Context: an optimization exercise on an open-source flow, tuned for small area, a short achievable clock period and few clock cycles. The choices shown serve that exercise and are no tape-out recipe. The RTL was checked by simulation tests, not by an equivalence proof against the original design. No activity file was given, so power comes from the tool's default toggle rates.

===== flow/run.sh =====
#!/bin/bash
# The standard layout (the standard.sh: ORFS synthesis, floorplan,
# placement, CTS and routing, unchanged), except that the port buffers that
# global placement puts on every input and output are the smallest buffer
# cell, sky130_fd_sc_hd__buf_1, instead of the slow 10 um2 delay buffer that
# buffer_ports picks by default. Timing repair still resizes them where a
# path needs it.
set -euo pipefail
export BUFFER_PORTS_ARGS="-buffer_cell sky130_fd_sc_hd__buf_1"
bash standard.sh > standard_flow.log 2>&1

===== constraint.sdc =====
create_clock -name core_clock -period 7.5 [get_ports {clk}]
set_input_delay 1.5000 -clock core_clock [delete_from_list [all_inputs] [get_ports {clk}]]
set_output_delay 1.5000 -clock core_clock [all_outputs]
set_load 0.01 [all_outputs]

===== design.v =====
function [3:0] S1( input [3:0] x );
  begin
    case(x)
      4'd00: S1 = 4'hC;
      4'd01: S1 = 4'h4;
      4'd02: S1 = 4'h6;
      4'd03: S1 = 4'h2;
      4'd04: S1 = 4'hA;
      4'd05: S1 = 4'h5;
      4'd06: S1 = 4'hB;
      4'd07: S1 = 4'h9;
      4'd08: S1 = 4'hE;
      4'd09: S1 = 4'h8;
      4'd10: S1 = 4'hD;
      4'd11: S1 = 4'h7;
      4'd12: S1 = 4'h0;
      4'd13: S1 = 4'h3;
      4'd14: S1 = 4'hF;
      4'd15: S1 = 4'h1;
      default: S1 = 4'hX;
    endcase
  end
endfunction
function [3:0] S2( input [3:0] x );
  begin
    case(x)
      4'd00: S2 = 4'h6;
      4'd01: S2 = 4'h8;
      4'd02: S2 = 4'h2;
      4'd03: S2 = 4'h3;
      4'd04: S2 = 4'h9;
      4'd05: S2 = 4'hA;
      4'd06: S2 = 4'h5;
      4'd07: S2 = 4'hC;
      4'd08: S2 = 4'h1;
      4'd09: S2 = 4'hE;
      4'd10: S2 = 4'h4;
      4'd11: S2 = 4'h7;
      4'd12: S2 = 4'hB;
      4'd13: S2 = 4'hD;
      4'd14: S2 = 4'h0;
      4'd15: S2 = 4'hF;
      default: S2 = 4'hX;
    endcase
  end
endfunction
function [3:0] S3( input [3:0] x );
  begin
    case(x)
      4'd00: S3 = 4'hB;
      4'd01: S3 = 4'h3;
      4'd02: S3 = 4'h5;
      4'd03: S3 = 4'h8;
      4'd04: S3 = 4'h2;
      4'd05: S3 = 4'hF;
      4'd06: S3 = 4'hA;
      4'd07: S3 = 4'hD;
      4'd08: S3 = 4'hE;
      4'd09: S3 = 4'h1;
      4'd10: S3 = 4'h7;
      4'd11: S3 = 4'h4;
      4'd12: S3 = 4'hC;
      4'd13: S3 = 4'h9;
      4'd14: S3 = 4'h6;
      4'd15: S3 = 4'h0;
      default: S3 = 4'hX;
    endcase
  end
endfunction
function [3:0] S4( input [3:0] x );
  begin
    case(x)
      4'd00: S4 = 4'hC;
      4'd01: S4 = 4'h8;
      4'd02: S4 = 4'h2;
      4'd03: S4 = 4'h1;
      4'd04: S4 = 4'hD;
      4'd05: S4 = 4'h4;
      4'd06: S4 = 4'hF;
      4'd07: S4 = 4'h6;
      4'd08: S4 = 4'h7;
      4'd09: S4 = 4'h0;
      4'd10: S4 = 4'hA;
      4'd11: S4 = 4'h5;
      4'd12: S4 = 4'h3;
      4'd13: S4 = 4'hE;
      4'd14: S4 = 4'h9;
      4'd15: S4 = 4'hB;
      default: S4 = 4'hX;
    endcase
  end
endfunction
function [3:0] S5( input [3:0] x );
  begin
    case(x)
      4'd00: S5 = 4'h7;
      4'd01: S5 = 4'hF;
      4'd02: S5 = 4'h5;
      4'd03: S5 = 4'hA;
      4'd04: S5 = 4'h8;
      4'd05: S5 = 4'h1;
      4'd06: S5 = 4'h6;
      4'd07: S5 = 4'hD;
      4'd08: S5 = 4'h0;
      4'd09: S5 = 4'h9;
      4'd10: S5 = 4'h3;
      4'd11: S5 = 4'hE;
      4'd12: S5 = 4'hB;
      4'd13: S5 = 4'h4;
      4'd14: S5 = 4'h2;
      4'd15: S5 = 4'hC;
      default: S5 = 4'hX;
    endcase
  end
endfunction
function [3:0] S6( input [3:0] x );
  begin
    case(x)
      4'd00: S6 = 4'h5;
      4'd01: S6 = 4'hD;
      4'd02: S6 = 4'hF;
      4'd03: S6 = 4'h6;
      4'd04: S6 = 4'h9;
      4'd05: S6 = 4'h2;
      4'd06: S6 = 4'hC;
      4'd07: S6 = 4'hA;
      4'd08: S6 = 4'hB;
      4'd09: S6 = 4'h7;
      4'd10: S6 = 4'h8;
      4'd11: S6 = 4'h1;
      4'd12: S6 = 4'h4;
      4'd13: S6 = 4'h3;
      4'd14: S6 = 4'hE;
      4'd15: S6 = 4'h0;
      default: S6 = 4'hX;
    endcase
  end
endfunction
function [3:0] S7( input [3:0] x );
  begin
    case(x)
      4'd00: S7 = 4'h8;
      4'd01: S7 = 4'hE;
      4'd02: S7 = 4'h2;
      4'd03: S7 = 4'h5;
      4'd04: S7 = 4'h6;
      4'd05: S7 = 4'h9;
      4'd06: S7 = 4'h1;
      4'd07: S7 = 4'hC;
      4'd08: S7 = 4'hF;
      4'd09: S7 = 4'h4;
      4'd10: S7 = 4'hB;
      4'd11: S7 = 4'h0;
      4'd12: S7 = 4'hD;
      4'd13: S7 = 4'hA;
      4'd14: S7 = 4'h3;
      4'd15: S7 = 4'h7;
      default: S7 = 4'hX;
    endcase
  end
endfunction
function [3:0] S8( input [3:0] x );
  begin
    case(x)
      4'd00: S8 = 4'h1;
      4'd01: S8 = 4'h7;
      4'd02: S8 = 4'hE;
      4'd03: S8 = 4'hD;
      4'd04: S8 = 4'h0;
      4'd05: S8 = 4'h5;
      4'd06: S8 = 4'h8;
      4'd07: S8 = 4'h3;
      4'd08: S8 = 4'h4;
      4'd09: S8 = 4'hF;
      4'd10: S8 = 4'hA;
      4'd11: S8 = 4'h6;
      4'd12: S8 = 4'h9;
      4'd13: S8 = 4'hC;
      4'd14: S8 = 4'hB;
      4'd15: S8 = 4'h2;
      default: S8 = 4'hX;
    endcase
  end
endfunction
`timescale 1ns / 100ps
module gost_round (a, k, f);
  input  [31:0] a, k;
  output [31:0] f;       
function [3:0] S1( input [3:0] x );
  begin
    case(x)
      4'd00: S1 = 4'hC;
      4'd01: S1 = 4'h4;
      4'd02: S1 = 4'h6;
      4'd03: S1 = 4'h2;
      4'd04: S1 = 4'hA;
      4'd05: S1 = 4'h5;
      4'd06: S1 = 4'hB;
      4'd07: S1 = 4'h9;
      4'd08: S1 = 4'hE;
      4'd09: S1 = 4'h8;
      4'd10: S1 = 4'hD;
      4'd11: S1 = 4'h7;
      4'd12: S1 = 4'h0;
      4'd13: S1 = 4'h3;
      4'd14: S1 = 4'hF;
      4'd15: S1 = 4'h1;
      default: S1 = 4'hX;
    endcase
  end
endfunction
function [3:0] S2( input [3:0] x );
  begin
    case(x)
      4'd00: S2 = 4'h6;
      4'd01: S2 = 4'h8;
      4'd02: S2 = 4'h2;
      4'd03: S2 = 4'h3;
      4'd04: S2 = 4'h9;
      4'd05: S2 = 4'hA;
      4'd06: S2 = 4'h5;
      4'd07: S2 = 4'hC;
      4'd08: S2 = 4'h1;
      4'd09: S2 = 4'hE;
      4'd10: S2 = 4'h4;
      4'd11: S2 = 4'h7;
      4'd12: S2 = 4'hB;
      4'd13: S2 = 4'hD;
      4'd14: S2 = 4'h0;
      4'd15: S2 = 4'hF;
      default: S2 = 4'hX;
    endcase
  end
endfunction
function [3:0] S3( input [3:0] x );
  begin
    case(x)
      4'd00: S3 = 4'hB;
      4'd01: S3 = 4'h3;
      4'd02: S3 = 4'h5;
      4'd03: S3 = 4'h8;
      4'd04: S3 = 4'h2;
      4'd05: S3 = 4'hF;
      4'd06: S3 = 4'hA;
      4'd07: S3 = 4'hD;
      4'd08: S3 = 4'hE;
      4'd09: S3 = 4'h1;
      4'd10: S3 = 4'h7;
      4'd11: S3 = 4'h4;
      4'd12: S3 = 4'hC;
      4'd13: S3 = 4'h9;
      4'd14: S3 = 4'h6;
      4'd15: S3 = 4'h0;
      default: S3 = 4'hX;
    endcase
  end
endfunction
function [3:0] S4( input [3:0] x );
  begin
    case(x)
      4'd00: S4 = 4'hC;
      4'd01: S4 = 4'h8;
      4'd02: S4 = 4'h2;
      4'd03: S4 = 4'h1;
      4'd04: S4 = 4'hD;
      4'd05: S4 = 4'h4;
      4'd06: S4 = 4'hF;
      4'd07: S4 = 4'h6;
      4'd08: S4 = 4'h7;
      4'd09: S4 = 4'h0;
      4'd10: S4 = 4'hA;
      4'd11: S4 = 4'h5;
      4'd12: S4 = 4'h3;
      4'd13: S4 = 4'hE;
      4'd14: S4 = 4'h9;
      4'd15: S4 = 4'hB;
      default: S4 = 4'hX;
    endcase
  end
endfunction
function [3:0] S5( input [3:0] x );
  begin
    case(x)
      4'd00: S5 = 4'h7;
      4'd01: S5 = 4'hF;
      4'd02: S5 = 4'h5;
      4'd03: S5 = 4'hA;
      4'd04: S5 = 4'h8;
      4'd05: S5 = 4'h1;
      4'd06: S5 = 4'h6;
      4'd07: S5 = 4'hD;
      4'd08: S5 = 4'h0;
      4'd09: S5 = 4'h9;
      4'd10: S5 = 4'h3;
      4'd11: S5 = 4'hE;
      4'd12: S5 = 4'hB;
      4'd13: S5 = 4'h4;
      4'd14: S5 = 4'h2;
      4'd15: S5 = 4'hC;
      default: S5 = 4'hX;
    endcase
  end
endfunction
function [3:0] S6( input [3:0] x );
  begin
    case(x)
      4'd00: S6 = 4'h5;
      4'd01: S6 = 4'hD;
      4'd02: S6 = 4'hF;
      4'd03: S6 = 4'h6;
      4'd04: S6 = 4'h9;
      4'd05: S6 = 4'h2;
      4'd06: S6 = 4'hC;
      4'd07: S6 = 4'hA;
      4'd08: S6 = 4'hB;
      4'd09: S6 = 4'h7;
      4'd10: S6 = 4'h8;
      4'd11: S6 = 4'h1;
      4'd12: S6 = 4'h4;
      4'd13: S6 = 4'h3;
      4'd14: S6 = 4'hE;
      4'd15: S6 = 4'h0;
      default: S6 = 4'hX;
    endcase
  end
endfunction
function [3:0] S7( input [3:0] x );
  begin
    case(x)
      4'd00: S7 = 4'h8;
      4'd01: S7 = 4'hE;
      4'd02: S7 = 4'h2;
      4'd03: S7 = 4'h5;
      4'd04: S7 = 4'h6;
      4'd05: S7 = 4'h9;
      4'd06: S7 = 4'h1;
      4'd07: S7 = 4'hC;
      4'd08: S7 = 4'hF;
      4'd09: S7 = 4'h4;
      4'd10: S7 = 4'hB;
      4'd11: S7 = 4'h0;
      4'd12: S7 = 4'hD;
      4'd13: S7 = 4'hA;
      4'd14: S7 = 4'h3;
      4'd15: S7 = 4'h7;
      default: S7 = 4'hX;
    endcase
  end
endfunction
function [3:0] S8( input [3:0] x );
  begin
    case(x)
      4'd00: S8 = 4'h1;
      4'd01: S8 = 4'h7;
      4'd02: S8 = 4'hE;
      4'd03: S8 = 4'hD;
      4'd04: S8 = 4'h0;
      4'd05: S8 = 4'h5;
      4'd06: S8 = 4'h8;
      4'd07: S8 = 4'h3;
      4'd08: S8 = 4'h4;
      4'd09: S8 = 4'hF;
      4'd10: S8 = 4'hA;
      4'd11: S8 = 4'h6;
      4'd12: S8 = 4'h9;
      4'd13: S8 = 4'hC;
      4'd14: S8 = 4'hB;
      4'd15: S8 = 4'h2;
      default: S8 = 4'hX;
    endcase
  end
endfunction
  wire [31:0] s  = a + k;
  wire [31:0] sb = {S8(s[31:28]),S7(s[27:24]),S6(s[23:20]),S5(s[19:16]),S4(s[15:12]),S3(s[11:8]),S2(s[7:4]),S1(s[3:0])};
  assign f = {sb[20:0], sb[31:21]};
endmodule
module gost_ku (clk, rst, key, load, run, fin, fin_n, kreg);
  input clk, rst;
  input [255:0] key;
  input load;
  output reg run;
  output fin;           
  output fin_n;         
  output reg [31:0] kreg;
  reg [4:0] rn;         
  wire [31:0] K [0:7];
  assign {K[0],K[1],K[2],K[3],K[4],K[5],K[6],K[7]} = key;
  wire [2:0] kidx = (&rn[4:3]) ? ~rn[2:0] : rn[2:0];
  assign fin = run & (rn == 5'd0);
  wire run_n = rst ? 1'b0 : load ? 1'b1 : fin ? 1'b0 : run;
  wire [4:0] rn_n = load ? 5'd1 : rn + 5'd1;
  assign fin_n = run_n & (rn_n == 5'd0);
  always @(posedge clk) begin
    run <= run_n;
    rn <= rn_n;
    kreg <= load ? K[0] : K[kidx];
  end
endmodule
module gost_28147_89 (clk, rst, load, take, pdata, kreg, krun, kfin, q, rdy, rdy_n);
  input clk, rst;
  input load;           
  input take;           
  input [63:0] pdata;
  input [31:0] kreg;
  input krun, kfin;
  output [63:0] q;      
  output reg rdy;
  output rdy_n;
  reg act;
  reg [31:0] a, b;
  wire run = act & krun;
  wire fin = act & kfin;
  wire act_n = rst ? 1'b0 : load ? 1'b1 : fin ? 1'b0 : act;
  assign rdy_n = rst ? 1'b0 : load ? 1'b0 : fin ? 1'b1 : take ? 1'b0 : rdy;
  always @(posedge clk) begin
    act <= act_n;
    rdy <= rdy_n;
  end
  wire [31:0] f;
  gost_round rnd(.a(a), .k(kreg), .f(f));
  wire        fen = run & ~load;
  wire [31:0] X = load ? pdata[31:0] : (run ? b : a);
  always @(posedge clk) begin
    a <= X ^ (f & {32{fen}});
    b <= load ? pdata[63:32] : (run ? a : b);
  end
  assign q = {a, b};
endmodule
`timescale 1ns / 100ps
module mul (x, y, t, xn);
  input  [64-1:0] x;
  input  [3:0]        y;
  output [64-1:0] t;
  output [64-1:0] xn;
  wire [64-1:0] x1 = {x[62:0], 1'b0} ^ (x[63] ? 64'h1B : 64'h0);
  wire [64-1:0] x2 = {x1[62:0], 1'b0} ^ (x1[63] ? 64'h1B : 64'h0);
  wire [64-1:0] x3 = {x2[62:0], 1'b0} ^ (x2[63] ? 64'h1B : 64'h0);
  assign xn = {x3[62:0], 1'b0} ^ (x3[63] ? 64'h1B : 64'h0);
  assign t  = ({64{y[0]}} & x) ^ ({64{y[1]}} & x1) ^ ({64{y[2]}} & x2) ^ ({64{y[3]}} & x3);
endmodule
`timescale 1ns / 100ps
module mgm(clk, rst, len_A, len_M, cmd, done, key, A, M, C, T, nonce);
    input clk;
    input rst;
    input [32-1:0] len_A;
    input [32-1:0] len_M;
    input [5:0] cmd;
    output reg done;
    input [256-1:0] key;
    input [64-1:0] A;
    input [64-1:0] M;
    output [64-1:0] C;
    output [64-1:0] T;
    input [64-2:0] nonce;
localparam S_IDLE = 3'd0, S_INIT = 3'd1, S_INIT2 = 3'd2, S_INIT3 = 3'd3,
           S_RUN = 3'd4, S_FINW = 3'd5, S_FINS = 3'd6;
reg [2:0]  st;
reg [2:0]  pc;           
reg        hp;           
reg [63:0] Z, Y, S, x, y;
reg [31:0] LA, LM;
reg        mbusy;
reg [6:0]  lenq;         
reg        lenok;
reg c_done, c_clr_pc, c_ld_zy, c_ld_h0, c_ld_h1, c_ld_g0, c_ld_g1, c_tk_h, c_tk_g,
    c_ld_a, c_ld_c, c_ld_l, c_clr_acc, c_h0_s, c_h0_n, c_g0_n, c_zinc, c_yinc;
wire k0run, k1run, k0fin, k1fin, k0fin_n, k1fin_n;
wire [31:0] k0reg, k1reg;
reg [2:0] c_st;          
wire [63:0] h0q, h1q, g0q, g1q;
wire h0r, h1r, g0r, g1r;
wire h0r_n, h1r_n, g0r_n, g1r_n;
wire [63:0] hq = hp ? h1q : h0q;
wire [63:0] gq = hp ? g1q : g0q;
wire       c_ld_x = c_ld_a | c_ld_c | c_ld_l;
wire [2:0] st_n = rst ? S_IDLE : c_st;
wire [2:0] pc_n = rst ? 3'd0 : (cmd != 6'd0) ? cmd[2:0] : c_clr_pc ? 3'd0 : pc;
wire       hp_n = c_clr_acc ? 1'b0 : c_tk_h ? !hp : hp;
wire       mbusy_n = rst ? 1'b0 : c_ld_x ? 1'b1 : (mbusy && y[63:4] == 60'd0) ? 1'b0 : mbusy;
wire       hr_n = hp_n ? h1r_n : h0r_n;
wire       gr_n = hp_n ? g1r_n : g0r_n;
reg d_done, d_clr_pc, d_ld_zy, d_ld_h0, d_ld_h1, d_ld_g0, d_ld_g1, d_tk_h, d_tk_g,
    d_ld_a, d_ld_c, d_ld_l, d_clr_acc, d_h0_s, d_h0_n, d_g0_n, d_yinc;
reg [2:0] d_st;
always @(*) begin
    d_st = st_n; d_clr_pc = 0; d_done = 0; d_ld_zy = 0;
    d_ld_h0 = 0; d_ld_h1 = 0; d_ld_g0 = 0; d_ld_g1 = 0; d_tk_h = 0; d_tk_g = 0;
    d_ld_a = 0; d_ld_c = 0; d_ld_l = 0; d_clr_acc = 0; d_h0_s = 0; d_h0_n = 0; d_g0_n = 0;
    d_yinc = 0;
    case (st_n)
        S_IDLE: if (pc_n == 1) begin
            d_ld_h0 = 1; d_h0_n = 1; d_ld_g0 = 1; d_g0_n = 1; d_clr_acc = 1; d_st = S_INIT;
        end
        S_INIT: if (h0r_n) begin
            d_ld_zy = 1; d_done = 1; d_clr_pc = 1; d_st = S_INIT2;
        end
        S_INIT2: begin
            d_ld_h0 = 1; d_ld_g0 = 1; d_st = S_INIT3;
        end
        S_INIT3: begin
            d_ld_h1 = 1; d_ld_g1 = 1; d_yinc = 1; d_st = S_RUN;
        end
        S_RUN: case (pc_n)
            2, 3: if (hr_n && !mbusy_n) begin
                d_ld_a = 1; d_tk_h = 1; d_ld_h0 = !hp_n; d_ld_h1 = hp_n; d_done = 1; d_clr_pc = 1;
                if (pc_n == 3) begin
                    d_ld_g0 = !hp_n; d_ld_g1 = hp_n; d_yinc = 1;
                end
            end
            4: begin
                d_done = 1; d_clr_pc = 1;
            end
            5, 6: if (hr_n && gr_n && !mbusy_n) begin
                d_ld_c = 1; d_tk_h = 1; d_tk_g = 1; d_ld_h0 = !hp_n; d_ld_h1 = hp_n;
                d_ld_g0 = !hp_n; d_ld_g1 = hp_n; d_yinc = 1; d_done = 1; d_clr_pc = 1;
            end
            7: if (hr_n && !mbusy_n) begin
                d_ld_l = 1; d_tk_h = 1; d_st = S_FINW;
            end
            default: ;
        endcase
        S_FINW: if (!mbusy_n) begin
            d_ld_h0 = 1; d_h0_s = 1; d_st = S_FINS;
        end
        S_FINS: if (k0fin_n) begin
            d_done = 1; d_clr_pc = 1; d_st = S_IDLE;
        end
        default: d_st = S_IDLE;
    endcase
end
always @(posedge clk) begin
    st <= st_n;
    pc <= pc_n;
    mbusy <= mbusy_n;
    hp <= hp_n;
    if (rst) begin
        done <= 1'b0;
        {c_done, c_clr_pc, c_ld_zy, c_ld_h0, c_ld_h1, c_ld_g0, c_ld_g1, c_tk_h, c_tk_g,
         c_ld_a, c_ld_c, c_ld_l, c_clr_acc, c_h0_s, c_h0_n, c_g0_n, c_zinc, c_yinc} <= 18'd0;
        c_st <= S_IDLE;
    end else begin
        done <= c_done;
        c_done <= d_done; c_clr_pc <= d_clr_pc; c_ld_zy <= d_ld_zy;
        c_ld_h0 <= d_ld_h0; c_ld_h1 <= d_ld_h1; c_ld_g0 <= d_ld_g0; c_ld_g1 <= d_ld_g1;
        c_tk_h <= d_tk_h; c_tk_g <= d_tk_g;
        c_ld_a <= d_ld_a; c_ld_c <= d_ld_c; c_ld_l <= d_ld_l; c_clr_acc <= d_clr_acc;
        c_h0_s <= d_h0_s; c_h0_n <= d_h0_n; c_g0_n <= d_g0_n;
        c_zinc <= d_ld_h0 && !d_h0_n && !d_h0_s || d_ld_h1;
        c_yinc <= d_yinc;
        c_st <= d_st;
    end
end
wire [63:0] h0d = c_h0_n ? {1'b1, nonce} : c_h0_s ? S : Z;
wire [63:0] g0d = c_g0_n ? {1'b0, nonce} : Y;
gost_ku ku0(.clk(clk), .rst(rst), .key(key), .load(c_ld_h0 | c_ld_g0), .run(k0run),
            .fin(k0fin), .fin_n(k0fin_n), .kreg(k0reg));
gost_ku ku1(.clk(clk), .rst(rst), .key(key), .load(c_ld_h1 | c_ld_g1), .run(k1run),
            .fin(k1fin), .fin_n(k1fin_n), .kreg(k1reg));
gost_28147_89 h0(.clk(clk), .rst(rst), .load(c_ld_h0), .take(c_tk_h & !hp), .pdata(h0d),
                 .kreg(k0reg), .krun(k0run), .kfin(k0fin), .q(h0q), .rdy(h0r), .rdy_n(h0r_n));
gost_28147_89 g0(.clk(clk), .rst(rst), .load(c_ld_g0), .take(c_tk_g & !hp), .pdata(g0d),
                 .kreg(k0reg), .krun(k0run), .kfin(k0fin), .q(g0q), .rdy(g0r), .rdy_n(g0r_n));
gost_28147_89 h1(.clk(clk), .rst(rst), .load(c_ld_h1), .take(c_tk_h & hp), .pdata(Z),
                 .kreg(k1reg), .krun(k1run), .kfin(k1fin), .q(h1q), .rdy(h1r), .rdy_n(h1r_n));
gost_28147_89 g1(.clk(clk), .rst(rst), .load(c_ld_g1), .take(c_tk_g & hp), .pdata(Y),
                 .kreg(k1reg), .krun(k1run), .kfin(k1fin), .q(g1q), .rdy(g1r), .rdy_n(g1r_n));
assign T = h0q;
wire [63:0] mask;
genvar i;
generate for (i = 0; i < 64; i = i + 1) begin : msk
    assign mask[i] = lenok && (lenq >= 7'd64 - i);
end endgenerate
wire [63:0] cval = (pc == 6) ? ((gq ^ M) & mask) : (gq ^ M);
wire [63:0] mt, xn;
mul m(.x(x), .y(y[3:0]), .t(mt), .xn(xn));
always @(posedge clk) begin
    lenq <= len_M[6:0];
    lenok <= (len_M[31:7] == 25'd0) && (len_M[6:0] <= 7'd64);
    if (c_ld_zy) Z <= h0q;
    else if (c_zinc) Z[63:32] <= Z[63:32] + 32'h1;
    if (c_ld_zy) Y <= g0q;
    else if (c_yinc) Y[31:0] <= Y[31:0] + 32'h1;
    x <= c_ld_x ? hq : xn;
    if (c_ld_a) y <= A;
    else if (c_ld_c) y <= cval;
    else if (c_ld_l) y <= {LA, LM};
    else if (c_clr_acc) y <= 64'h0;
    else y <= {4'b0000, y[63:4]};
    S <= c_clr_acc ? 64'h0 : S ^ mt;
    if (c_clr_acc) LA <= 32'h0;
    else if (c_ld_a) LA <= LA + len_A;
    if (c_clr_acc) LM <= 32'h0;
    else if (c_ld_c) LM <= LM + len_M;
end
assign C = y;
endmodule

===== standard.sh =====
#!/bin/bash
# synth_recipe.tcl (not shown) runs the flow's synth.tcl, then flattens the netlist and writes it again
# the make line also repeats each setting of config.mk as NAME=value (left out here)
make -C /OpenROAD-flow-scripts/flow DESIGN_CONFIG=/design/flow/config.mk WORK_HOME=/design/flow/orfs CLKGATE_MAP_FILE= SYNTH_SCRIPT=/design/flow/synth_recipe.tcl "${@:-finish}"

===== config.mk =====
export PLATFORM = sky130hd
export DESIGN_NAME = mgm
export DESIGN_NICKNAME = mgm
export VERILOG_FILES = /design/flow/design.v
export SDC_FILE = /design/flow/constraint.sdc
export NUM_CORES = 4
export LEC_CHECK = 0
export CAP_MARGIN = 20
export CORE_MARGIN = 2
export CORE_UTILIZATION = 50
export CTS_CLUSTER_DIAMETER = 100
export CTS_CLUSTER_SIZE = 20
export SETUP_SLACK_MARGIN = 4
export SLEW_MARGIN = 20

==> results.cfg <==
[grt]
grt_max_degree = 85
grtUsageTotal_pct = 42.6
antenna_found_initial = 30
grt_first_pass_wirelength_microns = 351000
grt_pass1_vias = 49848
grt_overflow = 0

[clock_network]
cts.hold.buffers_added = 0
htreeDepth = 2
cts_buffer_depth = 3
clock-root-buffer = clkbuf_16
insertion_delay_ps = 690
cts_buffers = 47
cts_num_sinks = 755
clkTransAtPathRegs_ps = 90
cts_tree = done

[floorplanning]
ioPinCount = 648
core-area_sq_um = 109000
die_x_microns = 336
rows = 121
die_area_sq_um = 113000
start_util_pct = 50.6
die_y_microns = 336

[sta]
rsz0062_at_grt = true
setup_slack_ps = 3460
max_slew_margin_pct = 26.5
finClkSkew_ps = 25.0
period_share_pct = 53.9
fin_tns_setup_ps = 0
finalSetupViolations = 0
worst_pin_slew_ps = 1090
max_freq_mhz = 247
slew_violations = 0
fin_crit_ps = 4040
hold_viol_final = 0

[synth]
netlist_instances = 6353
synth_top_area_share_pct = 18.1
async_reset_ff_share_pct = 0
synth_warnings = 4
yosys.cell_count.top_type = nand2_1
syn_area_sq_um = 55200
synth_ff_type = dfxtp_1
yosys.cell_types.count = 103
synth-seq-cells = 755
yosys-top-cells-count = nand2_1, nor2_1, dfxtp_1
synth_edf_count = 256
ys_seq_area_share_pct = 32.0
avgSynthCellArea_sq_um = 8.69
synth.net_count = 7240
synth_top_area_cell = dfxtp_1
synth_area_leaders = dfxtp_1, edfxtp_1, ha_1

[power]
seqPwrFrac_pct = 21.0
comb_power_share_pct = 70.4
powerDensity_nw_per_um2 = 499
p_sw_mw = 16.0
p_clk_share_pct = 8.6
finalPower_mw = 32.8
intPower_mw = 16.8
ir_drop_mv = 0.494
p_sw_share_pct = 48.8
leakage_nw = 24.3

[worst_setup_path]
cp_slowest_stage_delay_ps = 540
cp_max_fo = 5
crit_buf_inv = 1
path_cells = ha_4 -> fa_2 -> a211oi_2 -> o21ai_2 -> a2111oi_4 -> buf_4 -> nor4_4 -> o2111ai_2 -> nand2_2 -> a31oi_4 -> xnor2_4 -> ha_4 -> mux4_2 -> or4b_1 -> nand3_1
crit_family = compound AO/OA/AOI/OAI gates
cpMostUsedCell = ha_4
cp_slowest_cell = or4b_1
cp-end-kind = register
crit_required_ps = 8120
critical_path_class = reg -> reg
startpoint_type = register
worstPathArrival_ps = 4660

[placement]
placement.cell_area_sq_um = 59500
place_ws_ps = 2650
gp_congestion = 1.01
place.port_buffers = 647
hpwlAfterDp_microns = 192000

[detailed_routing]
wl_per_cell_microns = 29.5
drc = 0
totalWireLength_microns = 252000
dr.pass1.iters = 10
postRouteAntennaNets = 0
viasPerCell = 6.42
drtIter0Drc = 7086
vias = 54711

[layout]
layout-drive-gt1-share_pct = 16.1
final_area_sq_um = 65700
area_delta_synth_final_pct = 19.1
fillers = 9697
finalNetCount = 7880

[status]
outcome = timing/DRC/antenna clean

[run]
drv_cap = 0

[min_path]
hold_class = reg -> reg
==> cells by family after synthesis <==
family / Yosys count / share of synthesized area [%]
AND/OR/NAND/NOR: 1867 / 15.3
AO/OA/AOI/OAI: 1657 / 19.9
flip-flops: 755 / 32.0
XOR/XNOR: 629 / 10.0
buffers and inverters: 589 / 4.06
multiplexers: 487 / 10.2
adder cells (fa/ha/maj): 369 / 8.44
==> worst paths after layout <==
path,start,to,slack (ps),cells past startpoint
hold / removal,ku1.rn[0]$_SDFF_PP1_,ku1.rn[0]$_SDFF_PP1_,470,1
hold reg to reg,ku1.rn[0]$_SDFF_PP1_,ku1.rn[0]$_SDFF_PP1_,470,1
setup / recovery,ku1.kreg[0]$_DFF_P_,h1.a[8]$_DFF_P_,3460,15
setup reg to reg,ku1.kreg[0]$_DFF_P_,h1.a[8]$_DFF_P_,3460,15
==> worst register-to-register path: stages (launching register included) <==
cell       delay (ps)
dfxtp_4           390
ha_4              170
fa_2              340
a211oi_2          290
o21ai_2           120
a2111oi_4         280
buf_4             190
nor4_4             50
o2111ai_2         200
nand2_2           110
a31oi_4           280
xnor2_4           210
ha_4              260
mux4_2            470
or4b_1            540
nand3_1            80
==> state kept, by name (all words and copies together) (netlist names), 64 cells and up <==
signal	cells
S	64
Y	64
Z	64
x	64
y	64
==> layer usage <==
layer	up-vias	global-route usage, %	wire [microns]
li1	24373	-	-
met1	26193	54.4	95500
met2	3441	63.3	106000
met3	682	10.3	29000
met4	22	29.3	21100
met5	-	0	140
==> cell type report <==
type	instances	area, sq um	area share (%)
clock inverters	13	120	0.183
repair buffers	935	4850	7.38
well taps	1476	1850	2.81
multi-input cells	5009	38800	59.0
flip-flops and latches	755	17900	27.2
diodes	16	40.0	0.0609
inverters	245	936	1.42
clock buffers	69	1260	1.92
==> power groups by stage <==
stage               logic (mW)  clock network, mW  registers [mW]
global placement          17.1                  0            6.87
detailed placement        17.4                  0            6.88
floorplan                 13.2                  0            5.73
finish                    23.1               2.81            6.89
global route              24.7               2.95            6.86
CTS                       20.0               2.82            6.77
==> cell usage in the layout, fill, tap and decap left out, types with 67 or more instances in the layout <==
cell type	n
a21oi_1	345
nor2_1	524
mux2i_1	305
a31oi_1	143
nand2_1	694
a22o_1	67
dfxtp_1	406
a221oi_1	92
xor2_1	208
nor3_1	88
xnor2_1	354
a21o_1	86
nand3_1	136
buf_4	234
buf_1	639
mux2_2	114
o21ai_0	283
ha_4	74
edfxtp_1	256
ha_1	261
inv_1	210
==> timing repair <==
| action | 4_1_cts | 5_1_grt |
|---|---|---|
| cloned | 0 | 1 |
| setup buffers | 141 | 79 |
| pin swaps | 142 | 194 |
| resized for setup | 363 | 343 |
| setup endpoints to repair | 119 | 127 |
==> per-stage QoR <==
stage / instances / hold WS [ps] / utilization (%)
finish: 8518 / 469 / 60.2
global route: 8514 / 499 / 60.2
CTS: 8422 / 468 / 58.2
detailed placement: 8199 / 447 / 54.5
global placement: 8199 / 442 / 54.5
floorplan: 6353 / 405 / -
Testbench counts, summed over its fixed seeds: cycles 7,364.

-- static timing again, ports no longer ideal --
No port has a modelled driver above. Below, the same layout with a new extraction and two added sets of constraints.
Step 1, drivers: a clkbuf_16 drives clk and a buf_2 each remaining input, both assumed.
Step 2 adds t to the input delays and takes it off the output delays; t is the mean of the earliest and latest rising clock arrival at the registers after step 1. Input paths then give back, and output paths get back, about the clock's delay inside the block.
a / b / c = ideal / step 1 / step 2; a / b = the first two.
t (ns): 0.766
setup WS [ns]: 3.459 / 3.459 / 3.037
hold slack, ns: 0.469 / 0.469 / 0.469
worst slew at a driven data input, ns: 0.18
pins driven straight from the clock port: 1
After both steps this run still meets setup and hold. The setup slack of this run moves by 0.000 ns with the drivers and by -0.422 ns with both steps.
